From an optimization exercise on the open Yosys and OpenROAD flow, aimed at small area and a short achievable clock period; shortcuts taken in it are not production practice.
Function was checked by simulation only, so behaviour that the tests miss may differ from the original.
Power figures rest on the tool's default switching activity, not on a simulated workload.

==> flow/design.v (excerpt) <==
module alu_top(CLK, OP1, OP2, OPRN, OUT, ZERO);
	input CLK;
	input [31:0] OP1;
	input [31:0] OP2;
	input [5:0] OPRN;
	output [31:0] OUT;
	output ZERO;
	reg [31:0] op1_q, op2_q;
	reg [5:0] oprn_q;
	reg [31:0] out_q;
	reg zero_q;
	wire [31:0] alu_out;
	wire alu_zero;
	ALU alu_inst(alu_out, alu_zero, op1_q, op2_q, oprn_q);
	always @(posedge CLK) begin
		op1_q <= OP1;
		op2_q <= OP2;
		oprn_q <= OPRN;
		out_q <= alu_out;
		zero_q <= alu_zero;
	end
	assign OUT = out_q;
	assign ZERO = zero_q;
endmodule
For scale: ~1,800 cells after synthesis, about 100 I/O pins.
clock: 29.5 ns
lec_check: 0
cap_margin: 20
core_margin: 2
core_utilization: 40
slew_margin: 20
synth_hierarchical: 1
synth_minimum_keep_size: 0
standard.sh (not shown) runs the stock make flow with config.mk's settings and CLKGATE_MAP_FILE= SYNTH_SCRIPT=/design/flow/synth_recipe.tcl, a recipe that flattens the netlist after the stock synthesis.
==> flow/flow/run.sh <==
#!/bin/bash
set -euo pipefail
bash standard.sh "BUFFER_PORTS_ARGS=-buffer_cell sky130_fd_sc_hd__buf_1" SETUP_SLACK_MARGIN=22.5 finish > standard_flow.log 2>&1
==> next run, changes <==
==> flow/flow/run.sh (replaced) <==
#!/bin/bash
set -euo pipefail
bash standard.sh "BUFFER_PORTS_ARGS=-buffer_cell sky130_fd_sc_hd__buf_1" SETUP_SLACK_MARGIN=22.6 finish > standard_flow.log 2>&1
Settings changed: ABC_AREA set to 1, CAP_MARGIN 20 to 0, CTS_BUF_LIST set to sky130_fd_sc_hd__clkbuf_8, SLEW_MARGIN 20 to 0.
After rerunning: The changed run completed with no timing, DRC or antenna violations. Cell area rises by 10%. Worst setup slack improved by 0.15 ns. Die area rises by 9.4%. Clock-buffer cell count falls by 3. Synthesized area rises by 9.6%. First-iteration DRC count rises by 8.8%. Register-to-register slack improved by 0.27 ns. Fmax rises by 2.3%.
==> next run, changes <==
==> flow/flow/run.sh (replaced) <==
#!/bin/bash
set -euo pipefail
bash standard.sh "BUFFER_PORTS_ARGS=-buffer_cell sky130_fd_sc_hd__buf_1" SETUP_SLACK_MARGIN=22.5 finish > standard_flow.log 2>&1
Settings changed: ABC_AREA 1 to not set, CAP_MARGIN 0 to 20, PLACE_DENSITY set to 0.75, SLEW_MARGIN 0 to 20.
Effect: The changed run went through all stages and came out clean. Routed wire length decreases by about a fifth. Final area decreases by roughly a tenth. Critical path depth increases by 26. Total power decreases by a few percent. Clock skew hardly moves. Combinational power decreases by a few percent. Flip-flop and latch count stays the same. Clock power increases by a little under a tenth.
==> next run, changes <==
==> flow/flow/run.sh (replaced) <==
#!/bin/bash
set -euo pipefail
bash standard.sh "BUFFER_PORTS_ARGS=-buffer_cell sky130_fd_sc_hd__buf_1" SETUP_SLACK_MARGIN=22.5 REMOVE_ABC_BUFFERS=1 finish > standard_flow.log 2>&1
Settings changed: PLACE_DENSITY 0.75 to not set.
Outcome:
- The new run passed the timing, DRC and antenna checks
- sequential share of layout area barely changes
- combinational power went down by a few percent
- global-route usage is higher by 1.2 points
- first-iteration DRC count decreases by about a fifth

========
Setup of run E:
alu_top, a different RTL version from the one above (not shown whole).
For scale: about 1800 cells after synthesis, ~100 I/O pins, about 17000 um^2 of cells after synthesis.
// alu_top
module alu_top(CLK, OP1, OP2, OPRN, OUT, ZERO);
	input CLK;
	input [31:0] OP1;
	input [31:0] OP2;
	input [5:0] OPRN;
	output [31:0] OUT;
	output ZERO;
	reg [31:0] op1_q, op2_q;
	reg [5:0] oprn_q;
	reg [31:0] out_q;
	reg zero_q;
	wire [31:0] alu_out;
	wire alu_zero;
	ALU alu_inst(alu_out, alu_zero, op1_q, op2_q, oprn_q);
	always @(posedge CLK) begin
		op1_q <= OP1;
		op2_q <= OP2;
		oprn_q <= OPRN;
		out_q <= alu_out;
		zero_q <= alu_zero;
	end
	assign OUT = out_q;
	assign ZERO = zero_q;
endmodule
export LEC_CHECK = 0
export CAP_MARGIN = 20
export CORE_MARGIN = 2
export CORE_UTILIZATION = 40
export SLEW_MARGIN = 20
export SYNTH_HIERARCHICAL = 1
export SYNTH_MINIMUM_KEEP_SIZE = 0
create_clock -name core_clock -period 29.5 [get_ports {CLK}]
==> flow/flow/run.sh <==
#!/bin/bash
set -euo pipefail
bash standard.sh "BUFFER_PORTS_ARGS=-buffer_cell sky130_fd_sc_hd__buf_1" SETUP_SLACK_MARGIN=22 finish > standard_flow.log 2>&1
For run B, these inputs were changed with respect to run E:
Settings: CTS_BUF_LIST newly set to sky130_fd_sc_hd__clkbuf_8.
==> flow/flow/run.sh <==
#!/bin/bash
set -euo pipefail
bash standard.sh "BUFFER_PORTS_ARGS=-buffer_cell sky130_fd_sc_hd__buf_1" SETUP_SLACK_MARGIN=22.5 finish > standard_flow.log 2>&1
Run B | status: complete | timing, DRC, antenna: pass
Time the final worst path needs with I/O delays and setup in run B is 280 ps below run E.
Changes observed in run B relative to run E: worst setup slack rose 280 ps; critical path depth has increased; combinational cell fraction of total power +2.8 points.

========
## v51
Another version of the RTL of alu_top (not shown whole).
Size in the first run: roughly 1900 cells after synthesis, roughly 17000 sq um of cells after synthesis.
Settings: LEC_CHECK=0, CAP_MARGIN=20, CORE_MARGIN=2, CORE_UTILIZATION=40, SLEW_MARGIN=20, SYNTH_HIERARCHICAL=1, SYNTH_MINIMUM_KEEP_SIZE=0; clock period 29.5 ns.
==> flow/flow/run.sh <==
#!/bin/bash
set -euo pipefail
bash standard.sh SETUP_SLACK_MARGIN=21 finish > standard_flow.log 2>&1
The inputs of v22 differ from those of v51 as listed below.
- CORE_UTILIZATION changed from 40 to 65
==> flow/flow/run.sh <==
#!/bin/bash
set -euo pipefail
bash standard.sh "BUFFER_PORTS_ARGS=-buffer_cell sky130_fd_sc_hd__buf_1" SETUP_SLACK_MARGIN=21.5 finish > standard_flow.log 2>&1
--- outcome ---
- Clock group share of total power (lower): v51
- v22 vs v51 — via count climbed by a few percent
- Worst setup slack up 0.39 ns in v22 wrt v51
- The area of the die in v22 sits 38% below the value recorded for v51.
- v22 reports a higher fmax than v51 does.
- Re horizontal extent of the die: v22 is 45 um down on v51.
Inputs modified between v22 and v35:
- CORE_UTILIZATION changed from 65 to 40
==> flow/flow/run.sh <==
#!/bin/bash
set -euo pipefail
bash standard.sh SETUP_SLACK_MARGIN=22 finish > standard_flow.log 2>&1
[summary]
v35 ended with every stage complete and zero timing, DRC or antenna violations. v22 → v35: total power divided by cell area fell 2.4 nW/um^2; number of cells upsized or downsized after cts higher. Looking at wire length of the first global-routing pass, v35 sits above v22. Higher sequential share of layout area was reported by v22, not v35. The higher length of the first detailed-routing pass in iterations of v35 and v22 is in v22. From v22 to v35 the numbers moved as follows: worst setup slack went up 0.44 ns, fraction of the core area covered by cells at the end of the flow lower. Going from v22 to v35, the pin slew with the least headroom to its limit was found to have gone down by 0.15 ns.
The following lists how v50 was set up differently from v35:
==> flow/flow/run.sh <==
#!/bin/bash
set -euo pipefail
bash standard.sh SETUP_SLACK_MARGIN=21.5 finish > standard_flow.log 2>&1
## What came out
- Against v35, v50 reports a fmax that is lower.
- The standard cells in v50 occupy less silicon area than those in v35 do.
- Lower setup slack was reported by v50, not v35.
- | sum of negative setup slack | v50 vs v35 | ≈ equal |
- On detailed-routing wirelength on met1: between v35 and v50, it ends up lower for v50.
- The lower maximum fanout along the worst path came out of v35.
Input changes introduced in v49 (baseline for comparison: v50):
- setting ABC_AREA to 1 for the first time
==> flow/flow/run.sh <==
#!/bin/bash
set -euo pipefail
bash standard.sh "BUFFER_PORTS_ARGS=-buffer_cell sky130_fd_sc_hd__buf_1" SETUP_SLACK_MARGIN=21.5 finish > standard_flow.log 2>&1
==> notes.md <==
Diff v50 -> v49 | tightest hold margin | decrease of 0.10 ns. Looking at combinational power across v50 and v49, the one that comes out lower is v50. v49 — multi-input combinational cell area 0.74% higher, v50 as reference. Met3 track demand over resource in global routing (lower): v50. v49: total power higher than v50.
Changes in v43 relative to v49:
- ABC_AREA no longer set, was 1
### Flow results
- v43 finished every step from synthesis to the final layout, and the layout passed the timing, DRC and antenna checks.
- Diff v49 -> v43 | routed metal-1 wirelength | down by a few percent
- Between v49 and v43, the worst hold slack is higher for v43.
- Where die footprint is concerned, v49 is outperformed by v43.

========
== build 75 ==
RTL: one of the versions met above, not the one the previous note started from.
Size: roughly 1800 cells after synthesis, about 100 I/O pins.
==> flow/design.v (excerpt) <==
module alu_top(CLK, OP1, OP2, OPRN, OUT, ZERO);
	input CLK;
	input [31:0] OP1;
	input [31:0] OP2;
	input [5:0] OPRN;
	output [31:0] OUT;
	output ZERO;
	reg [31:0] op1_q, op2_q;
	reg [5:0] oprn_q;
	reg [31:0] out_q;
	reg zero_q;
	wire [31:0] alu_out;
	wire alu_zero;
	ALU alu_inst(alu_out, alu_zero, op1_q, op2_q, oprn_q);
	always @(posedge CLK) begin
		op1_q <= OP1;
		op2_q <= OP2;
		oprn_q <= OPRN;
		out_q <= alu_out;
		zero_q <= alu_zero;
	end
	assign OUT = out_q;
	assign ZERO = zero_q;
endmodule
export LEC_CHECK = 0
export CAP_MARGIN = 20
export CORE_MARGIN = 2
export CORE_UTILIZATION = 40
export CTS_BUF_LIST = sky130_fd_sc_hd__clkbuf_8
export SLEW_MARGIN = 20
export SYNTH_HIERARCHICAL = 1
export SYNTH_MINIMUM_KEEP_SIZE = 0
create_clock -name core_clock -period 29.5 [get_ports {CLK}]
==> flow/flow/run.sh <==
#!/bin/bash
set -euo pipefail
bash standard.sh "BUFFER_PORTS_ARGS=-buffer_cell sky130_fd_sc_hd__buf_1" SETUP_SLACK_MARGIN=22.7 finish > standard_flow.log 2>&1
Modified inputs, build 17 compared to build 75
# build 75
export LEC_CHECK = 0
export CAP_MARGIN = 20
export CORE_MARGIN = 2
export CORE_UTILIZATION = 40
export CTS_BUF_LIST = sky130_fd_sc_hd__clkbuf_8
export SLEW_MARGIN = 20
export SYNTH_HIERARCHICAL = 1
export SYNTH_MINIMUM_KEEP_SIZE = 0
create_clock -name core_clock -period 29.5 [get_ports {CLK}]
# build 17
export LEC_CHECK = 0
export CAP_MARGIN = 0
export CORE_MARGIN = 2
export CORE_UTILIZATION = 40
export CTS_BUF_LIST = sky130_fd_sc_hd__clkbuf_8
export SLEW_MARGIN = 0
export SYNTH_HIERARCHICAL = 1
export SYNTH_MINIMUM_KEEP_SIZE = 0
create_clock -name core_clock -period 29.5 [get_ports {CLK}]
==> flow/flow/run.sh <==
#!/bin/bash
set -euo pipefail
bash standard.sh "BUFFER_PORTS_ARGS=-buffer_cell sky130_fd_sc_hd__buf_1" SETUP_SLACK_MARGIN=22.6 finish > standard_flow.log 2>&1
[summary]
- The final layout from build 75, which completed every stage, passed the timing, DRC and antenna checks at the end of the flow.
- Having completed the whole flow, build 17 delivered a layout that passed the timing, DRC and antenna checks.
- Sequential share of layout area: build 17 and build 75 compared, higher one is build 17
- Summary of build 17 over build 75: largest fanout on the critical path went up by 11; power dissipated in combinational cells went down by about 6%; routed wire length went down by 2.4%; detailed-routed wire length on met2 went down by 1.5%; clock latency reported for the late side of the worst-skew pair was more or less identical.
- Side by side, final total power turned out lower in build 17 than in build 75.
- Core utilization ended up 1.1 points lower on build 17 than on build 75.
- For build 75, the start-to-end type of the worst setup path was register to output pin, unlike build 17, where it was register to register.
The inputs of build 3 differ from those of build 17 as listed below.
# build 17
export LEC_CHECK = 0
export CAP_MARGIN = 0
export CORE_MARGIN = 2
export CORE_UTILIZATION = 40
export CTS_BUF_LIST = sky130_fd_sc_hd__clkbuf_8
export SLEW_MARGIN = 0
export SYNTH_HIERARCHICAL = 1
export SYNTH_MINIMUM_KEEP_SIZE = 0
create_clock -name core_clock -period 29.5 [get_ports {CLK}]
# build 3
export LEC_CHECK = 0
export CAP_MARGIN = 20
export CORE_MARGIN = 2
export CORE_UTILIZATION = 40
export CTS_BUF_LIST = sky130_fd_sc_hd__clkbuf_8
export SLEW_MARGIN = 20
export SYNTH_HIERARCHICAL = 1
export SYNTH_MINIMUM_KEEP_SIZE = 0
create_clock -name core_clock -period 29.5 [get_ports {CLK}]
==> flow/flow/run.sh <==
#!/bin/bash
set -euo pipefail
bash standard.sh "BUFFER_PORTS_ARGS=-buffer_cell sky130_fd_sc_hd__buf_1" SETUP_SLACK_MARGIN=22.5 finish > standard_flow.log 2>&1
- Looking at build 17 and build 3, the number of placed instances with taps included is a wash.
- Against build 17, total power in build 3 fell slightly.
- As far as remaining antenna violation count is concerned, build 17 and build 3 perform about the same.
- Comparing build 17 and build 3, final worst-path setup slack is lower on build 3.
- For core utilization, build 17 and build 3 come out practically identical.
- | share of post-route cells with drive strength above 1 | build 3 vs build 17 | 0.37 points lower |
Modified inputs, build 20 compared to build 3
# build 3
export LEC_CHECK = 0
export CAP_MARGIN = 20
export CORE_MARGIN = 2
export CORE_UTILIZATION = 40
export CTS_BUF_LIST = sky130_fd_sc_hd__clkbuf_8
export SLEW_MARGIN = 20
export SYNTH_HIERARCHICAL = 1
export SYNTH_MINIMUM_KEEP_SIZE = 0
create_clock -name core_clock -period 29.5 [get_ports {CLK}]
# build 20
export LEC_CHECK = 0
export CAP_MARGIN = 0
export CORE_MARGIN = 2
export CORE_UTILIZATION = 40
export CTS_BUF_LIST = sky130_fd_sc_hd__clkbuf_8
export SLEW_MARGIN = 0
export SYNTH_HIERARCHICAL = 1
export SYNTH_MINIMUM_KEEP_SIZE = 0
create_clock -name core_clock -period 29.5 [get_ports {CLK}]
Notes after the runs:
Build 20 packs its core looser than build 3. Going from build 3 to build 20, the switching part of the total was found to have gone down by 0.31 points. As far as clock skew is concerned, build 3 and build 20 perform about the same. Between build 3 and build 20, the power dissipated in the clock network figures differ only marginally. The fraction of area in registers on build 3 is in line with that on build 20. Global-route wire length before repair: build 20 vs build 3 — no meaningful difference. Startpoint of the most critical setup path: oprn_q[0] -> build 20, oprn_q[1] -> build 3. Compared with build 3, in build 20 design area -about 0.64%; fraction of area in clock buffers and inverters ~0 delta; overall power after layout ~0 delta.

static timing again, ports no longer ideal:
No port has a modelled driver above. Below, the same layouts with a new extraction and two added sets of constraints.
Step 1: set_driving_cell puts a clkbuf_16 on CLK and a buf_2 on each other input, an assumption about the parent block.
Step 2 also shifts input and output timing later by t, the mid clock arrival at the registers, as if the neighbouring blocks saw the same clock.
a / b / c = no drivers / after step 1 / after step 2; a / b = the first two.
| run | t (ns) | setup WS [ns] | worst hold slack (ns) | clock arrival spread, ns | pins driven straight from the clock port |
|---|---|---|---|---|---|
| the first run of note 1 | 0.387 | 22.589 / 22.589 / 22.589 | 0.899 / 0.899 / 0.899 | 0.015 / 0.015 | 1 |
| the second run of note 1 | 0.430 | 22.743 / 22.697 / 22.857 | 0.829 / 0.829 / 0.829 | 0.021 / 0.022 | 1 |
| the third run of note 1 | 0.409 | 22.615 / 22.615 / 22.615 | 0.878 / 0.878 / 0.878 | 0.022 / 0.021 | 1 |
| the fourth run of note 1 | 0.488 | 22.633 / 22.619 / 22.633 | 0.838 / 0.838 / 0.838 | 0.030 / 0.031 | 1 |
| run E | 0.386 | 22.257 / 22.257 / 22.257 | 0.872 / 0.872 / 0.872 | 0.006 / 0.007 | 1 |
| run B | 0.409 | 22.536 / 22.536 / 22.536 | 0.879 / 0.879 / 0.879 | 0.013 / 0.013 | 1 |
| v51 | 0.384 | 21.245 / 21.245 / 21.245 | 0.953 / 0.953 / 0.953 | 0.014 / 0.015 | 1 |
| v22 | 0.395 | 21.639 / 21.639 / 21.639 | 0.939 / 0.939 / 0.939 | 0.015 / 0.016 | 1 |
| v35 | 0.384 | 22.079 / 22.079 / 22.079 | 0.900 / 0.900 / 0.900 | 0.013 / 0.013 | 1 |
| v50 | 0.384 | 21.660 / 21.660 / 21.660 | 0.900 / 0.900 / 0.900 | 0.015 / 0.014 | 1 |
| v49 | 0.453 | 21.702 / 21.702 / 21.702 | 0.797 / 0.797 / 0.797 | 0.023 / 0.022 | 1 |
| v43 | 0.388 | 21.553 / 21.553 / 21.553 | 0.902 / 0.902 / 0.902 | 0.012 / 0.012 | 1 |
| build 75 | 0.421 | 22.712 / 22.681 / 22.765 | 0.894 / 0.894 / 0.894 | 0.024 / 0.024 | 1 |
| build 17 | 0.411 | 22.680 / 22.674 / 22.680 | 0.890 / 0.890 / 0.890 | 0.024 / 0.023 | 1 |
| build 3 | 0.422 | 22.594 / 22.594 / 22.594 | 0.904 / 0.904 / 0.904 | 0.024 / 0.024 | 1 |
| build 20 | 0.415 | 22.585 / 22.585 / 22.585 | 0.922 / 0.922 / 0.922 | 0.023 / 0.023 | 1 |
After both steps every run listed still meets setup and hold.
